This is an optimization exercise on Yosys and OpenROAD, whose aim is small area, a short achievable clock period and few clock cycles, not a production implementation.
The RTL was checked by simulation tests, not by an equivalence proof against the original design.
Power is estimated from default activity; no workload was simulated.

Setup of job 8491:
## conv_layer
module conv_layer #(
    parameter INPUT_CHANNELS = 3,
    parameter OUTPUT_CHANNELS = 32,
    parameter KERNEL_SIZE = 3,
    parameter INPUT_WIDTH = 4,
    parameter INPUT_HEIGHT = 4,
    parameter WEIGHT_BITS = 4,
    parameter ACTIVATION_BITS = 8
) (
    input wire clk,
    input wire rst_n,
    input wire [ACTIVATION_BITS-1:0] input_data,
    input wire input_valid,
    output wire input_ready,
    input wire [WEIGHT_BITS*256-1:0] weights_flat,
    input wire [7:0] weight_addr,
    input wire weight_valid,
    output wire [ACTIVATION_BITS-1:0] output_data,
    output wire output_valid,
    input wire output_ready,
    input wire start,
    output wire done,
    input wire [7:0] stride,
    input wire [7:0] padding,
    input wire [255:0] bias_flat
);
localparam TAPS = KERNEL_SIZE * KERNEL_SIZE;                   
localparam MACS = TAPS * INPUT_CHANNELS;                         
localparam NOUT = INPUT_WIDTH * INPUT_HEIGHT * OUTPUT_CHANNELS;  
reg        act;       
reg        wl;        
reg        wld;       
reg [4:0]  m;         
reg [8:0]  nc;        
reg        fin;       
reg        p1;        
reg        l1;        
reg        l2;        
reg        ov;        
reg        rdy;       
reg        done_r;
reg [WEIGHT_BITS-1:0]                 wsr [0:TAPS-1];
reg [ACTIVATION_BITS-1:0]             in_reg;
reg [ACTIVATION_BITS+1:0]             prl;      
reg [ACTIVATION_BITS+1:0]             prh;      
reg [15:0]                            acc;
reg [ACTIVATION_BITS-1:0]             out_reg;
wire wload   = act & ~wl & ~(wld & (m == TAPS-1)) & weight_valid;
wire taken   = input_valid & rdy;
wire last_in = taken & (m == MACS-1);
wire finish  = fin & ov & output_ready;
wire rdy_n;
conv_layer_ready u_ready (
    .act(act), .wl(wl), .wld(wld), .fin(fin), .ov(ov), .l2(l2), .m(m), .nc(nc),
    .rdy(rdy), .start(start), .weight_valid(weight_valid),
    .input_valid(input_valid), .output_ready(output_ready), .rdy_n(rdy_n)
);
always @(posedge clk or negedge rst_n) begin
    if (!rst_n) begin
        act    <= 1'b0;
        wl     <= 1'b0;
        wld    <= 1'b0;
        m      <= 5'd0;
        nc     <= 9'd0;
        fin    <= 1'b0;
        p1     <= 1'b0;
        l1     <= 1'b0;
        l2     <= 1'b0;
        ov     <= 1'b0;
        rdy    <= 1'b0;
        done_r <= 1'b0;
    end else begin
        act    <= start | (act & ~finish);
        wld    <= wload;
  ...
For scale: roughly 1300 I/O pins, roughly 13000 um2 of cells after synthesis.
Settings: LEC_CHECK=0, CAP_MARGIN=20, CORE_AREA=5 5 245 245, CTS_BUF_LIST=sky130_fd_sc_hd__clkbuf_8, DIE_AREA=0 0 250 250, SETUP_SLACK_MARGIN=4.4, SLEW_MARGIN=20, SYNTH_HIERARCHICAL=1; clock period 7.0 ns.
standard.sh (not shown) runs the stock make flow with config.mk's settings and CLKGATE_MAP_FILE= SYNTH_SCRIPT=/design/flow/synth_recipe.tcl, a recipe that flattens the netlist after the stock synthesis.
==> flow/flow/run.sh <==
#!/bin/bash
# Standard ORFS layout, with every port buffered by the smallest buffer
# instead of the default clkdlybuf4s50_1, and pins one track apart so the
# die can be small. The clock pin is placed first, in the middle of the left
# edge, with no other pin within 6 um, since its wire uses wider spacing.
set -euo pipefail
export BUFFER_PORTS_ARGS="-buffer_cell sky130_fd_sc_hd__buf_1"
# die height from config.mk (DIE_AREA = 0 0 W H)
H=$(awk '/DIE_AREA/ {print $NF}' config.mk | tail -1)
Y=$(awk -v h="$H" 'BEGIN { k = int((h / 2 - 0.34) / 0.68); printf "%.2f", 0.34 + k * 0.68 }')
LO=$(awk -v y="$Y" 'BEGIN { printf "%.2f", y - 6 }')
HI=$(awk -v y="$Y" 'BEGIN { printf "%.2f", y + 6 }')
export CLK_PIN_Y="$Y"
export PRE_IO_PLACEMENT_TCL="$PWD/flow/pre_io.tcl"
export PLACE_PINS_ARGS="-min_distance 1 -min_distance_in_tracks -exclude left:${LO}-${HI}"
echo "die height $H, clk pin at y=$Y, excluded left:${LO}-${HI}" > run_info.log
bash standard.sh finish > standard.log 2>&1
==> flow/flow/pre_io.tcl <==
# Place the clock pin by itself before the other pins.
place_pin -pin_name clk -layer met3 -location [list 0 $::env(CLK_PIN_Y)] \
  -pin_size {0.8 0.3} -force_to_die_boundary
Testbench counts of job 8491, summed over its fixed seeds: cycles 166,062.
The following lists how job 9347 was set up differently from job 8491:
# job 8491
export LEC_CHECK = 0
export CAP_MARGIN = 20
export CORE_AREA = 5 5 245 245
export CTS_BUF_LIST = sky130_fd_sc_hd__clkbuf_8
export DIE_AREA = 0 0 250 250
export SETUP_SLACK_MARGIN = 4.4
export SLEW_MARGIN = 20
export SYNTH_HIERARCHICAL = 1
create_clock -name core_clock -period 7.0 [get_ports {clk}]
# job 9347
export LEC_CHECK = 0
export CAP_MARGIN = 20
export CORE_AREA = 5 5 255 255
export DIE_AREA = 0 0 260 260
export SETUP_SLACK_MARGIN = 4.8
export SLEW_MARGIN = 20
export SYNTH_HIERARCHICAL = 1
create_clock -name core_clock -period 7.0 [get_ports {clk}]
Findings:
Job 9347 ran to completion and came out clean on the timing, DRC and antenna checks.
From job 8491 to job 9347 the numbers moved as follows: non-clock buffer count rose by about 6%, worst slack at placement climbed 0.031 ns, post-layout minimum cycle time saw a decrease.
The combined buffer and inverter count along the critical path reported for job 9347 is greater than that of job 8491 by 2.
Comparing job 8491 and job 9347, the lower worst stage delay on the critical path is on job 9347.
The run with more setup slack is job 9347; job 8491 has less.
The following lists how job 6425 was set up differently from job 9347:
# job 9347
export LEC_CHECK = 0
export CAP_MARGIN = 20
export CORE_AREA = 5 5 255 255
export DIE_AREA = 0 0 260 260
export SETUP_SLACK_MARGIN = 4.8
export SLEW_MARGIN = 20
export SYNTH_HIERARCHICAL = 1
create_clock -name core_clock -period 7.0 [get_ports {clk}]
# job 6425
export LEC_CHECK = 0
export CAP_MARGIN = 20
export CORE_AREA = 5 5 255 255
export CTS_BUF_LIST = sky130_fd_sc_hd__clkbuf_8
export DIE_AREA = 0 0 260 260
export SETUP_SLACK_MARGIN = 4.4
export SLEW_MARGIN = 20
export SYNTH_HIERARCHICAL = 1
create_clock -name core_clock -period 7.0 [get_ports {clk}]
[summary]
Job 6425 ended up with a lower count of non-CTS buffers in the layout than job 9347 did.
First-pass iteration count of the detailed router: job 6425 vs job 9347 down 1
Share of final-layout standard cells stronger than drive strength 1 for job 6425 is lower than for job 9347.
Comparing job 9347 and job 6425, the lower worst slack on hold paths was measured on job 6425.
Detailed placer's ending HPWL: job 9347 and job 6425 compared, lower one is job 6425
On DRC marker count from the first detailed-route iteration, job 6425 does better than job 9347.
Fmax essentially unchanged between job 9347 and job 6425.
[job 6425 vs job 9347] register share of the cell area: higher in job 6425
Taking job 9347 as the reference, in job 6425 number of placed instances, taps included roughly the same, total count of hold-check failures in the final report roughly the same, final area lower.
> inputs changed (job 6425 -> job 9726)
# job 6425
export LEC_CHECK = 0
export CAP_MARGIN = 20
export CORE_AREA = 5 5 255 255
export CTS_BUF_LIST = sky130_fd_sc_hd__clkbuf_8
export DIE_AREA = 0 0 260 260
export SETUP_SLACK_MARGIN = 4.4
export SLEW_MARGIN = 20
export SYNTH_HIERARCHICAL = 1
create_clock -name core_clock -period 7.0 [get_ports {clk}]
# job 9726
export LEC_CHECK = 0
export CAP_MARGIN = 20
export CORE_AREA = 5 5 255 255
export DIE_AREA = 0 0 260 260
export SETUP_SLACK_MARGIN = 4.0
export SLEW_MARGIN = 20
export SYNTH_HIERARCHICAL = 1
create_clock -name core_clock -period 7.0 [get_ports {clk}]
Results
- Job 6425 -> job 9726: instance count after placement with tap cells included delta 0, exact match
- The slowest cell on the critical path comes out nand4_1 in one run and and3b_4 in the other, namely in job 6425 and job 9726 respectively.
- [job 9726] multi-input logic portion of the cell area fell 0.52 points relative to job 6425
- Compared with job 6425, in job 9726 sequential-cell power consumption stayed essentially flat; fraction of layout cells with a size suffix above 1 moved down; post-route total power rose by 7.2%.


== before ==
The RTL this note starts from:
==> flow/design.v <==
`timescale 1ns / 1ps
module conv_layer_sel8 (
    input  wire [7:0] d,
    input  wire [7:0] s,
    output wire       y
);
assign y = |(d & s);
endmodule
module conv_layer_nor2 (input wire a, input wire b, output wire y);
assign y = ~(a | b);
endmodule
module conv_layer_nand3 (input wire a, input wire b, input wire c, output wire y);
assign y = ~(a & b & c);
endmodule
module conv_layer_ready (
    input  wire       act, wl, wld, fin, ov, l2,
    input  wire [4:0] m,
    input  wire [8:0] nc,
    input  wire       rdy, start, weight_valid, input_valid, output_ready,
    output wire       rdy_n
);
wire taken  = input_valid & rdy;
wire finish = fin & ov & output_ready;
wire act_n  = start | (act & ~finish);
wire wl_n   = (wl | (wld & (m == 5'd8))) & ~finish;
wire fin_n  = (fin | (taken & (m == 5'd26) & (nc == 9'd511))) & ~finish;
wire ov_n   = l2 | (ov & ~output_ready);
wire m26_n  = wl & ((taken & (m == 5'd25)) | (~taken & (m == 5'd26)));
assign rdy_n = act_n & wl_n & ~fin_n & ~(ov_n & m26_n);
endmodule
module conv_layer #(
    parameter INPUT_CHANNELS = 3,
    parameter OUTPUT_CHANNELS = 32,
    parameter KERNEL_SIZE = 3,
    parameter INPUT_WIDTH = 4,
    parameter INPUT_HEIGHT = 4,
    parameter WEIGHT_BITS = 4,
    parameter ACTIVATION_BITS = 8
) (
    input wire clk,
    input wire rst_n,
    input wire [ACTIVATION_BITS-1:0] input_data,
    input wire input_valid,
    output wire input_ready,
    input wire [WEIGHT_BITS*256-1:0] weights_flat,
    input wire [7:0] weight_addr,
    input wire weight_valid,
    output wire [ACTIVATION_BITS-1:0] output_data,
    output wire output_valid,
    input wire output_ready,
    input wire start,
    output wire done,
    input wire [7:0] stride,
    input wire [7:0] padding,
    input wire [255:0] bias_flat
);
localparam TAPS = KERNEL_SIZE * KERNEL_SIZE;                   
localparam MACS = TAPS * INPUT_CHANNELS;                         
localparam NOUT = INPUT_WIDTH * INPUT_HEIGHT * OUTPUT_CHANNELS;  
reg        act;       
reg        wl;        
reg        wld;       
reg [4:0]  m;         
reg [8:0]  nc;        
reg        fin;       
reg        p1;        
reg        l1;        
reg        l2;        
reg        ov;        
reg        rdy;       
reg        done_r;
reg [WEIGHT_BITS-1:0]                 wsr [0:TAPS-1];
reg [ACTIVATION_BITS-1:0]             in_reg;
reg [ACTIVATION_BITS+WEIGHT_BITS-1:0] prod;
reg [15:0]                            acc;
reg [ACTIVATION_BITS-1:0]             out_reg;
wire wload   = act & ~wl & ~(wld & (m == TAPS-1)) & weight_valid;
wire taken   = input_valid & rdy;
wire last_in = taken & (m == MACS-1);
wire finish  = fin & ov & output_ready;
wire rdy_n;
conv_layer_ready u_ready (
    .act(act), .wl(wl), .wld(wld), .fin(fin), .ov(ov), .l2(l2), .m(m), .nc(nc),
    .rdy(rdy), .start(start), .weight_valid(weight_valid),
    .input_valid(input_valid), .output_ready(output_ready), .rdy_n(rdy_n)
);
always @(posedge clk or negedge rst_n) begin
    if (!rst_n) begin
        act    <= 1'b0;
        wl     <= 1'b0;
        wld    <= 1'b0;
        m      <= 5'd0;
        nc     <= 9'd0;
        fin    <= 1'b0;
        p1     <= 1'b0;
        l1     <= 1'b0;
        l2     <= 1'b0;
        ov     <= 1'b0;
        rdy    <= 1'b0;
        done_r <= 1'b0;
    end else begin
        act    <= start | (act & ~finish);
        wld    <= wload;
        p1     <= taken;
        l1     <= last_in;
        l2     <= l1;
        ov     <= l2 | (ov & ~output_ready);
        rdy    <= rdy_n;
        done_r <= finish;
        if (wld | taken) begin
            if ((wld & (m == TAPS-1)) | (m == MACS-1))
                m <= 5'd0;
            else
                m <= m + 5'd1;
        end
        if (finish)
            wl <= 1'b0;
        else if (wld & (m == TAPS-1))
            wl <= 1'b1;
        if (finish)
            fin <= 1'b0;
        else if (last_in & (nc == NOUT-1))
            fin <= 1'b1;
        if (last_in)
            nc <= nc + 9'd1;
    end
end
wire [7:0]  wlo = 8'd1 << weight_addr[2:0];
wire [31:0] whi = (32'd1 << weight_addr[7:3]) & {32{wload}};
wire wrot  = taken;
wire whold = ~(wld | taken);
wire [WEIGHT_BITS-1:0] w8_n;
reg  [4*WEIGHT_BITS-1:0] wpr;    
genvar b, g, e;
generate
    for (b = 0; b < WEIGHT_BITS; b = b + 1) begin : WB
        wire [31:0] gy;
        wire [3:0]  py;
        always @(posedge clk)
            wpr[4*b +: 4] <= py;
        for (g = 0; g < 32; g = g + 1) begin : WG
            wire [7:0] gd;
            for (e = 0; e < 8; e = e + 1) begin : WE
                assign gd[e] = weights_flat[WEIGHT_BITS*(8*g+e) + b];
            end
            conv_layer_sel8 u_g (.d(gd), .s(wlo), .y(gy[g]));
        end
        for (g = 0; g < 4; g = g + 1) begin : WP
            conv_layer_sel8 u_p (.d(gy[8*g +: 8]), .s(whi[8*g +: 8]), .y(py[g]));
        end
        wire n01, n23;
        wire q = ~((wsr[0][b] & wrot) | (wsr[TAPS-1][b] & whold));
        conv_layer_nor2  u_n01 (.a(wpr[4*b]),   .b(wpr[4*b+1]), .y(n01));
        conv_layer_nor2  u_n23 (.a(wpr[4*b+2]), .b(wpr[4*b+3]), .y(n23));
        conv_layer_nand3 u_w8  (.a(n01), .b(n23), .c(q), .y(w8_n[b]));
    end
endgenerate
wire [7:0] blo = 8'd1 << nc[6:4];
wire [3:0] bhi = 4'd1 << nc[8:7];
wire [7:0] bsel;
generate
    for (b = 0; b < 8; b = b + 1) begin : BB
        wire [3:0] gy;
        for (g = 0; g < 4; g = g + 1) begin : BG
            wire [7:0] gd;
            for (e = 0; e < 8; e = e + 1) begin : BE
                assign gd[e] = bias_flat[8*(8*g+e) + b];
            end
            conv_layer_sel8 u_g (.d(gd), .s(blo), .y(gy[g]));
        end
        assign bsel[b] = |(gy & bhi);
    end
endgenerate
wire [15:0] sum = acc + prod;
integer i;
always @(posedge clk) begin
    if (wld | taken) begin
        for (i = 0; i < TAPS-1; i = i + 1)
            wsr[i] <= wsr[i+1];
    end
    wsr[TAPS-1] <= w8_n;
    in_reg <= input_data;
    prod <= p1 ? in_reg * wsr[TAPS-1] : {(ACTIVATION_BITS+WEIGHT_BITS){1'b0}};
    if (l2 | ~act)
        acc <= {8'd0, bsel};
    else
        acc <= sum;
    if (l2)
        out_reg <= sum[15] ? {ACTIVATION_BITS{1'b0}} : sum[ACTIVATION_BITS-1:0];
end
assign input_ready  = rdy;
assign output_data  = out_reg;
assign output_valid = ov;
assign done         = done_r;
endmodule
==> flow/config.mk <==
export PLATFORM = sky130hd
export DESIGN_NAME = conv_layer
export DESIGN_NICKNAME = conv_layer
export VERILOG_FILES = /design/flow/design.v
export SDC_FILE = /design/flow/constraint.sdc
export NUM_CORES = 4
export LEC_CHECK = 0
export CAP_MARGIN = 20
export CORE_AREA = 5 5 395 395
export DIE_AREA = 0 0 400 400
export SETUP_SLACK_MARGIN = 4.0
export SLEW_MARGIN = 20
export SYNTH_HIERARCHICAL = 1
==> flow/constraint.sdc <==
create_clock -name core_clock -period 7.0 [get_ports {clk}]
set_input_delay 1.4000 -clock core_clock [delete_from_list [all_inputs] [get_ports {clk}]]
set_output_delay 1.4000 -clock core_clock [all_outputs]
set_load 0.01 [all_outputs]
==> flow/flow/run.sh <==
#!/bin/bash
# Standard ORFS layout, with every port buffered by the smallest buffer
# instead of the default clkdlybuf4s50_1.
set -euo pipefail
export BUFFER_PORTS_ARGS="-buffer_cell sky130_fd_sc_hd__buf_1"
if [[ -f flow/place_pins_args ]]; then
  export PLACE_PINS_ARGS="$(cat flow/place_pins_args)"
fi
bash standard.sh finish > standard.log 2>&1
Testbench counts of before, summed over its fixed seeds: cycles 166,062.
Changes in after relative to before:
diff --git a/flow/config.mk b/flow/config.mk
--- a/flow/config.mk
+++ b/flow/config.mk
@@ -9,5 +9,5 @@
 export CORE_AREA = 5 5 395 395
 export DIE_AREA = 0 0 400 400
-export SETUP_SLACK_MARGIN = 4.0
+export SETUP_SLACK_MARGIN = 3.6
 export SLEW_MARGIN = 20
 export SYNTH_HIERARCHICAL = 1
Results
| maximum number of pins on one net before global-route repair | after vs before | about 150% higher |. Measured against each other, before and after differ in logic gate share of total power, the higher figure coming from before. Of before and after, the higher total of plain and repair buffers excluding clock buffers belongs to before. Clock period minus final worst setup slack: higher on after. Diff before -> after | switching power total | decrease of about 8%. after reports a higher actual slew at the worst max-slew pin than before does.

## port drivers added, routing unchanged
How much do the figures lean on ideal ports? The routed layouts below were timed once more, with nothing changed but the port constraints. Step 1 sets driving cells, clkbuf_16 on the clock port and buf_2 on the other inputs (assumed; they add their load-dependent delay and slew). Step 2 adds t to the input delays and takes it off the output delays; t is the mean of the earliest and latest rising clock arrival at the registers after step 1. Input paths then give back, and output paths get back, about the clock's delay inside the block. a / b / c = ideal ports / drivers / drivers and shift; a / b = the first two.
run	shift t [ns]	setup WS [ns]	clock arrival spread, ns	slew at the worst register clock pin (ns)
job 8491	0.484	4.283 / 4.257 / 3.773	0.017 / 0.016	0.09 / 0.09
job 9347	0.474	4.343 / 4.185 / 3.710	0.011 / 0.011	0.06 / 0.06
job 6425	0.492	4.340 / 4.308 / 3.816	0.012 / 0.012	0.08 / 0.08
job 9726	0.466	3.951 / 3.928 / 3.463	0.012 / 0.013	0.06 / 0.06
before	0.518	3.880 / 3.779 / 3.261	0.031 / 0.031	0.09 / 0.09
after	0.516	3.489 / 3.497 / 2.982	0.033 / 0.033	0.09 / 0.09
After both steps every run listed still meets setup and hold. The setup slack of job 9347, which loses most, moves by -0.158 ns with the drivers and by -0.633 ns with both steps.
